Background: an optimization exercise with open tools, aiming at small area. Do not read the settings as production practice. Only simulation tests tie the RTL to the original design; equivalence was not proved. No activity file was given, so power comes from the tool's default toggle rates.

==> inputs of job 7359 <==
## hft_accelerator
module hft_accelerator #(
    parameter CLK_FREQ = 5_000_000,
    parameter BAUD_RATE = 115200
)(
    input  logic clk,
    input  logic rst,
    input  logic uart_rx,
    output logic uart_tx
);
clock: 200.0 ns
lec_check: 0
cap_margin: 20
core_margin: 2
core_utilization: 70
cts_buf_list: sky130_fd_sc_hd__clkbuf_8
cts_cluster_diameter: 50
cts_cluster_size: 16
slew_margin: 20
run.sh (not shown) runs the stock make flow with config.mk's settings and CLKGATE_MAP_FILE= SYNTH_SCRIPT=/design/flow/synth_recipe.tcl, a recipe that flattens the netlist after the stock synthesis.
==> inputs of job 5032, as changes to job 7359 <==
--- a/flow/design.v
+++ b/flow/design.v
@@ -12,13 +12,12 @@
     localparam logic [31:0] K_SELL = 32'd28676096;
     logic [31:0] pr [14];           
     logic [13:0] tl;                
     logic [31:0] acc;               
     logic [15:0] qr;                
     logic [4:0]  ph;                
-    logic [5:0]  pc;                
     logic        run;               
     logic        rxact, txact;      
     logic [5:0]  timer;             
     logic [3:0]  bitc;              
     logic [1:0]  bcnt;              
     logic [3:0]  npr;               
@@ -26,27 +25,28 @@
     logic        tx, nb;            
     logic        c0, c1, pos, sub, alnz, adel, holding;
     wire ph0   = (ph == 5'd0);
     wire ph31  = (ph == 5'd31);
     wire ph_lo28 = ~&ph[4:2];                                
     wire t_end = (timer == 6'(CPB - 1));
-    wire g_rng  = run & (pc >= 6'd35) & (pc <= 6'd60);
-    wire g_cmp  = g_rng & ~pc[0];                            
-    wire g_add  = g_rng &  pc[0];                            
-    wire l_pass = run & (pc == 6'd34);                       
-    wire d_pass = run & (pc == 6'd33);                       
-    wire div_p  = run & (pc >= 6'd17) & (pc <= 6'd32);       
-    wire qwr_p  = run & (pc[5:4] == 2'b01);                  
-    wire mul_p  = run & (pc >= 6'd7) & (pc <= 6'd16);        
-    wire mfirst = (pc == 6'd16);
-    wire mlast  = run & (pc == 6'd7);
+    wire [5:0] pc = timer;
+    wire g_rng  = run & (pc >= 6'd3) & (pc <= 6'd28);
+    wire g_cmp  = g_rng &  pc[0];                            
+    wire g_add  = g_rng & ~pc[0];                            
+    wire l_pass = run & (pc == 6'd29);                       
+    wire d_pass = run & (pc == 6'd30);                       
+    wire div_p  = run & (pc >= 6'd31) & (pc <= 6'd46);       
+    wire qwr_p  = run & (pc[5:4] == 2'b10);                  
+    wire mul_p  = run & (pc >= 6'd47) & (pc <= 6'd56);       
+    wire mfirst = (pc == 6'd47);
+    wire mlast  = run & (pc == 6'd56);
     logic bconst;
     always_comb begin
         case (pc[3:0])
-            4'd0, 4'd13, 4'd12, 4'd11, 4'd7: bconst = 1'b1;
-            default:                         bconst = 1'b0;
+            4'd15, 4'd2, 4'd3, 4'd4, 4'd8: bconst = 1'b1;
+            default:                       bconst = 1'b0;
         endcase
     end
     wire rx_shift = rxact & (bcnt == 2'd0) & (bitc == 4'd15) & ~timer[5];
     wire shift    = rx_shift | g_add | l_pass;
     wire rx_wr    = rxact & ~bitc[3] & ~timer[5] & (ph == {~bcnt, bitc[2:0]});
     wire a    = pr[12][31];
@@ -54,13 +54,13 @@
     wire at   = acc[31];
     wire a27  = acc[27] & ph_lo28;           
     wire m27  = pr[13][27] & ph_lo28;        
     wire xdel = adel & ~ph0;                 
     wire gl   = g_add | l_pass;
     wire en   = l_pass | pos;
-    wire qwr  = qwr_p & (ph[3:0] == pc[3:0]);
+    wire qwr  = qwr_p & (ph[3:0] == ~pc[3:0]);
     wire qin  = qwr ? sub : qr[15];
     wire qs   = alnz ? (~ph[4] & qin) : (ph == 5'd16);
     logic x1, y1;
     always_comb begin
         if (d_pass)                         x1 = a27;
         else if (div_p | (mul_p & ~mfirst)) x1 = xdel;
@@ -101,13 +101,13 @@
         assign tl[k] = pr[k][31];
         always_ff @(posedge clk)
             pr[k] <= {pr[k][30:0], pin[k]};
     end
     always_ff @(posedge clk) begin
         acc[31:1] <= acc[30:0];
-        if (run & (pc == 6'd60))  acc[0] <= 1'b0;
+        if (run & (pc == 6'd3))   acc[0] <= 1'b0;
         else if (g_add)           acc[0] <= s2;
         else if (d_pass)          acc[0] <= a27;
         else if (div_p | mul_p)   acc[0] <= s1;
         else                      acc[0] <= at;
         qr <= {qr[14:0], qin};
         adel <= at;
@@ -163,22 +163,22 @@
             end
             if (rxact & t_end & (bitc == 4'd7)) begin
                 rxact <= 1'b0;
                 bcnt  <= bcnt + 2'd1;
                 if (bcnt == 2'd3) begin
                     if (npr == 4'd14) begin
-                        run <= 1'b1;
-                        pc  <= 6'd61;
+                        run   <= 1'b1;
+                        timer <= 6'd2;
                     end else begin
                         npr <= npr + 4'd1;
                     end
                 end
             end
             if (run & ph31) begin
-                pc <= pc - 6'd1;
-                if (pc == 6'd7) begin
+                timer <= timer + 6'd1;
+                if (pc == 6'd56) begin
                     run   <= 1'b0;
                     txact <= 1'b1;
                     timer <= 6'd0;
                     bitc  <= 4'd0;
                     tx    <= 1'b0;
                 end
==> flow/config.mk (replaced) <==
export PLATFORM = sky130hd
export DESIGN_NAME = hft_accelerator
export DESIGN_NICKNAME = hft_accelerator
export VERILOG_FILES = /design/flow/design.v
export SDC_FILE = /design/flow/constraint.sdc
export NUM_CORES = 4
export LEC_CHECK = 0
export CAP_MARGIN = 20
export CORE_MARGIN = 2
export CORE_UTILIZATION = 85
export CTS_BUF_LIST = sky130_fd_sc_hd__clkbuf_8
export CTS_CLUSTER_DIAMETER = 60
export CTS_CLUSTER_SIZE = 20
export SLEW_MARGIN = 20
==> inputs of job 5478, as changes to job 7359 <==
==> flow/config.mk (replaced) <==
export PLATFORM = sky130hd
export DESIGN_NAME = hft_accelerator
export DESIGN_NICKNAME = hft_accelerator
export VERILOG_FILES = /design/flow/design.v
export SDC_FILE = /design/flow/constraint.sdc
export NUM_CORES = 4
export LEC_CHECK = 0
export CAP_MARGIN = 20
export CORE_MARGIN = 2
export CORE_UTILIZATION = 70
export CTS_BUF_LIST = sky130_fd_sc_hd__clkbuf_16
export CTS_CLUSTER_DIAMETER = 60
export CTS_CLUSTER_SIZE = 30
export SLEW_MARGIN = 20
==> inputs of job 3783, as changes to job 7359 <==
--- a/flow/design.v
+++ b/flow/design.v
@@ -12,13 +12,12 @@
     localparam logic [31:0] K_SELL = 32'd28676096;
     logic [31:0] pr [14];           
     logic [13:0] tl;                
     logic [31:0] acc;               
     logic [15:0] qr;                
     logic [4:0]  ph;                
-    logic [5:0]  pc;                
     logic        run;               
     logic        rxact, txact;      
     logic [5:0]  timer;             
     logic [3:0]  bitc;              
     logic [1:0]  bcnt;              
     logic [3:0]  npr;               
@@ -26,27 +25,28 @@
     logic        tx, nb;            
     logic        c0, c1, pos, sub, alnz, adel, holding;
     wire ph0   = (ph == 5'd0);
     wire ph31  = (ph == 5'd31);
     wire ph_lo28 = ~&ph[4:2];                                
     wire t_end = (timer == 6'(CPB - 1));
-    wire g_rng  = run & (pc >= 6'd35) & (pc <= 6'd60);
-    wire g_cmp  = g_rng & ~pc[0];                            
-    wire g_add  = g_rng &  pc[0];                            
-    wire l_pass = run & (pc == 6'd34);                       
-    wire d_pass = run & (pc == 6'd33);                       
-    wire div_p  = run & (pc >= 6'd17) & (pc <= 6'd32);       
-    wire qwr_p  = run & (pc[5:4] == 2'b01);                  
-    wire mul_p  = run & (pc >= 6'd7) & (pc <= 6'd16);        
-    wire mfirst = (pc == 6'd16);
-    wire mlast  = run & (pc == 6'd7);
+    wire [5:0] pc = timer;
+    wire g_rng  = run & (pc >= 6'd3) & (pc <= 6'd28);
+    wire g_cmp  = g_rng &  pc[0];                            
+    wire g_add  = g_rng & ~pc[0];                            
+    wire l_pass = run & (pc == 6'd29);                       
+    wire d_pass = run & (pc == 6'd30);                       
+    wire div_p  = run & (pc >= 6'd31) & (pc <= 6'd46);       
+    wire qwr_p  = run & (pc[5:4] == 2'b10);                  
+    wire mul_p  = run & (pc >= 6'd47) & (pc <= 6'd56);       
+    wire mfirst = (pc == 6'd47);
+    wire mlast  = run & (pc == 6'd56);
     logic bconst;
     always_comb begin
         case (pc[3:0])
-            4'd0, 4'd13, 4'd12, 4'd11, 4'd7: bconst = 1'b1;
-            default:                         bconst = 1'b0;
+            4'd15, 4'd2, 4'd3, 4'd4, 4'd8: bconst = 1'b1;
+            default:                       bconst = 1'b0;
         endcase
     end
     wire rx_shift = rxact & (bcnt == 2'd0) & (bitc == 4'd15) & ~timer[5];
     wire shift    = rx_shift | g_add | l_pass;
     wire rx_wr    = rxact & ~bitc[3] & ~timer[5] & (ph == {~bcnt, bitc[2:0]});
     wire a    = pr[12][31];
@@ -54,13 +54,13 @@
     wire at   = acc[31];
     wire a27  = acc[27] & ph_lo28;           
     wire m27  = pr[13][27] & ph_lo28;        
     wire xdel = adel & ~ph0;                 
     wire gl   = g_add | l_pass;
     wire en   = l_pass | pos;
-    wire qwr  = qwr_p & (ph[3:0] == pc[3:0]);
+    wire qwr  = qwr_p & (ph[3:0] == ~pc[3:0]);
     wire qin  = qwr ? sub : qr[15];
     wire qs   = alnz ? (~ph[4] & qin) : (ph == 5'd16);
     logic x1, y1;
     always_comb begin
         if (d_pass)                         x1 = a27;
         else if (div_p | (mul_p & ~mfirst)) x1 = xdel;
@@ -81,54 +81,45 @@
     wire bwi  = ~ph0 & c0;
     wire dd   = a ^ b ^ bwi;
     wire bwo  = (~a & b) | (~(a ^ b) & bwi);
     wire nzo  = (~ph0 & c1) | dd;
     wire kb   = K_BUY[ph];
     wire ks   = K_SELL[ph];
-    wire b1i  = ~ph0 & c1;
+    wire b1i  = ~ph0 & sub;
     wire b1o  = (~s1 & kb) | (~(s1 ^ kb) & b1i);
     wire b2i  = ~ph0 & pos;
     wire b2o  = (~s1 & ks) | (~(s1 ^ ks) & b2i);
     logic [13:0] pin;                        
     always_comb begin
         pin[0] = rx_wr ? rxs : (shift ? pr[13][31] : pr[0][31]);
         for (int k = 1; k < 13; k++)
             pin[k] = shift ? tl[k-1] : tl[k];
-        if (l_pass)      pin[13] = s2;
-        else if (d_pass) pin[13] = s1;
+        if (l_pass | d_pass) pin[13] = s2;
         else             pin[13] = shift ? pr[12][31] : pr[13][31];
     end
     for (genvar k = 0; k < 14; k++) begin : g_ring
         assign tl[k] = pr[k][31];
         always_ff @(posedge clk)
             pr[k] <= {pr[k][30:0], pin[k]};
     end
     always_ff @(posedge clk) begin
         acc[31:1] <= acc[30:0];
-        if (run & (pc == 6'd60))  acc[0] <= 1'b0;
-        else if (g_add)           acc[0] <= s2;
+        if (run & (pc == 6'd3))   acc[0] <= 1'b0;
         else if (d_pass)          acc[0] <= a27;
-        else if (div_p | mul_p)   acc[0] <= s1;
+        else if (g_add | div_p | mul_p) acc[0] <= s2;
         else                      acc[0] <= at;
         qr <= {qr[14:0], qin};
         adel <= at;
         rxs <= uart_rx;
     end
     always_ff @(posedge clk) begin
-        if (g_cmp) begin
-            c0 <= bwo;
-            c1 <= nzo;
-            if (ph31) pos <= ~dd & nzo;
-        end else if (gl) begin
-            c0 <= co1;
-            c1 <= co2;
-        end else if (d_pass | div_p | mul_p) begin
-            c0 <= co1;
-        end
+        c0 <= g_cmp ? bwo : co1;
+        c1 <= g_cmp ? nzo : co2;
+        if (g_cmp & ph31) pos <= ~dd & nzo;
         if (mlast) begin
-            c1  <= ph31 ? (~holding & b1o) : b1o;     
+            sub <= ph31 ? (~holding & b1o) : b1o;     
             pos <= ph31 ? ( holding & ~b2o) : b2o;    
         end
         if (d_pass) begin
             sub  <= 1'b1;
             alnz <= (~ph0 & alnz) | m27;
         end else if (div_p & ph31) begin
@@ -163,31 +154,31 @@
             end
             if (rxact & t_end & (bitc == 4'd7)) begin
                 rxact <= 1'b0;
                 bcnt  <= bcnt + 2'd1;
                 if (bcnt == 2'd3) begin
                     if (npr == 4'd14) begin
-                        run <= 1'b1;
-                        pc  <= 6'd61;
+                        run   <= 1'b1;
+                        timer <= 6'd2;
                     end else begin
                         npr <= npr + 4'd1;
                     end
                 end
             end
             if (run & ph31) begin
-                pc <= pc - 6'd1;
-                if (pc == 6'd7) begin
+                timer <= timer + 6'd1;
+                if (pc == 6'd56) begin
                     run   <= 1'b0;
                     txact <= 1'b1;
                     timer <= 6'd0;
                     bitc  <= 4'd0;
                     tx    <= 1'b0;
                 end
             end
             if (txact & ~bitc[3] & (ph == {bcnt, bitc[2:0]}))
-                nb <= (bcnt == 2'd0) ? ((bitc[2:0] == 3'd0) ? c1 :
+                nb <= (bcnt == 2'd0) ? ((bitc[2:0] == 3'd0) ? sub :
                                         (bitc[2:0] == 3'd1) ? pos : 1'b0)
                                      : acc[27];
             if (txact & t_end) begin
                 if (bitc == 4'd9) begin
                     bitc <= 4'd0;
                     if (bcnt == 2'd2) begin
==> flow/flow/run.sh (new file) <==
#!/bin/bash
# The standard layout (standard.sh) with two changes:
#  * synthesis maps combinational logic with an area-oriented ABC script and
#    without half/full-adder cell extraction (registers are unchanged);
#  * the clock tree is built from clkbuf_8 leaf buffers in small clusters,
#    without dummy loads.
set -euo pipefail
W=$(pwd)
export FLOW_SYNTH_TCL=$W/synth_recipe.tcl
export AREA_ABC_SCRIPT=$W/flow/abc_area.script
export CTS_ARGS="-sink_clustering_enable -repair_clock_nets -dont_use_dummy_load -buf_list sky130_fd_sc_hd__clkbuf_4 -root_buf sky130_fd_sc_hd__clkbuf_4 -sink_clustering_size 12 -sink_clustering_max_diameter 35"
sed -e "s|SYNTH_SCRIPT=[^ ]*|SYNTH_SCRIPT=$W/flow/area_synth.tcl ADDER_MAP_FILE=|" standard.sh > area_standard.sh
grep -q "SYNTH_SCRIPT=$W/flow/area_synth.tcl" area_standard.sh
bash area_standard.sh > flow_make.log 2>&1
==> flow/flow/abc_area.script (new file) <==
strash
&get -n
&fraig -x
&deepsyn -T 60
&put
strash
&get -n
&dch -f
&nf -R 1000
&put
strash
&get -n
&dch -f
&nf -R 1000
&put
==> flow/flow/area_synth.tcl (new file) <==
# The standard synthesis (synth_recipe.tcl), except that ABC maps the
# combinational logic with an area-oriented script (flow/abc_area.script) and
# without the speed script's timing constraints. Registers are not affected:
# the flip-flop mapping and naming happen before ABC runs.
proc abc {args} {
  set out {}
  set skip 0
  foreach a $args {
    if {$skip} { set skip 0; continue }
    if {$a eq "-script" || $a eq "-constr" || $a eq "-D"} { set skip 1; continue }
    lappend out $a
  }
  if {[lsearch $out "-dff"] >= 0} { yosys abc {*}$args; return }
  yosys abc -script $::env(AREA_ABC_SCRIPT) {*}$out
}
source $::env(FLOW_SYNTH_TCL)
==> flow/standard.sh (new file) <==
#!/bin/bash
# synth_recipe.tcl (not shown) runs the flow's synth.tcl, then flattens the netlist and writes it again
# the make line also repeats each setting of config.mk as NAME=value (left out here)
make -C /OpenROAD-flow-scripts/flow DESIGN_CONFIG=/design/flow/config.mk WORK_HOME=/design/flow/orfs CLKGATE_MAP_FILE= SYNTH_SCRIPT=/design/flow/synth_recipe.tcl "${@:-finish}"
==> flow/config.mk (replaced) <==
export PLATFORM = sky130hd
export DESIGN_NAME = hft_accelerator
export DESIGN_NICKNAME = hft_accelerator
export VERILOG_FILES = /design/flow/design.v
export SDC_FILE = /design/flow/constraint.sdc
export NUM_CORES = 4
export LEC_CHECK = 0
export CAP_MARGIN = 20
export CORE_MARGIN = 2
export CORE_UTILIZATION = 60
export SLEW_MARGIN = 20
removed: flow/run.sh
==> summary.txt <==
Job 7359 finished with timing, DRC and antenna clean. Job 5032 failed in 3_5_place_dp on DPL-0033. Job 3783 passed the timing, DRC and antenna checks. Job 5478 finished with timing, DRC and antenna clean. In synthesized cell count, job 5478 and job 7359 do not differ. Between job 5478 and job 7359, the lower worst setup slack is in job 7359 (gap 0.021 ns). Between job 5478 and job 7359, the lower first-iteration DRC count is in job 7359 (gap 19%, measured against job 7359). In job 3783 the synthesized area is lower than in job 7359, by 7.1%. Against job 3783, the sequential cell count of job 7359 is higher by 6. Utilization, highest first: job 5478, job 7359, job 3783.
==> figures <==
quantity	job 5478	job 5032	job 3783	job 7359
Design Area, Final	14200 µm²	-	12900 µm²	14000 µm²
Number of flip-flops under the largest register name	448	-	448	448
Global-route total usage across every layer	20.4%	-	14.8%	19.0%
Width of the chip	141 µm	127 µm	146 µm	141 µm
M1 GR Usage	28.5%	-	22.1%	26.9%
Total power density per cell area	12.1 nW/µm²	-	11.6 nW/µm²	11.6 nW/µm²
First-pass GRT wire length	31700 µm	-	25700 µm	29700 µm
Switching power total	0.0000346 W	-	0.0000293 W	0.0000333 W
Buffer cell driving the clock tree root	sky130_fd_sc_hd__clkbuf_16	-	sky130_fd_sc_hd__clkbuf_4	sky130_fd_sc_hd__clkbuf_8
Mapped Nets	878	861	769	878
WL met3	721 µm	-	777 µm	745 µm
Final core area utilization	78.0%	-	64.5%	77.3%
Outcome	no timing/DRC/antenna violations	did not finish	no timing/DRC/antenna violations	no timing/DRC/antenna violations
Last stage reached	-	3_5_place_dp	-	-
Portion of total power attributed to sequential cells	63.2%	-	72.1%	66.5%

==> afterwards: timing with drivers on the ports <==
The results above use ideal ports. As a check the final layouts listed here were re-extracted and re-timed, cells and wires unchanged.
Step 1 sets driving cells, clkbuf_16 on the clock port and buf_2 on the other inputs (assumed; they add their load-dependent delay and slew).
Step 2 moves the port delays by t, midway between the first and last clock arrival at a register: inputs arrive t later, outputs are due t later. That takes back most of the time a late clock gives input paths.
a / b / c = ideal ports / drivers / drivers and shift; a / b = the first two.
run	shift t [ns]	setup WS [ns]	slew at the worst register clock pin (ns)	pins driven straight from the clock port
job 7359	0.587	158.577 / 158.536 / 158.082	0.10 / 0.10	1
job 5478	0.577	158.598 / 158.552 / 158.085	0.11 / 0.11	1
job 3783	0.668	158.511 / 158.474 / 158.187	0.12 / 0.12	1
After both steps setup and hold are still met in every run listed. The setup slack of job 5478, which loses most, moves by -0.046 ns with the drivers and by -0.513 ns with both steps.
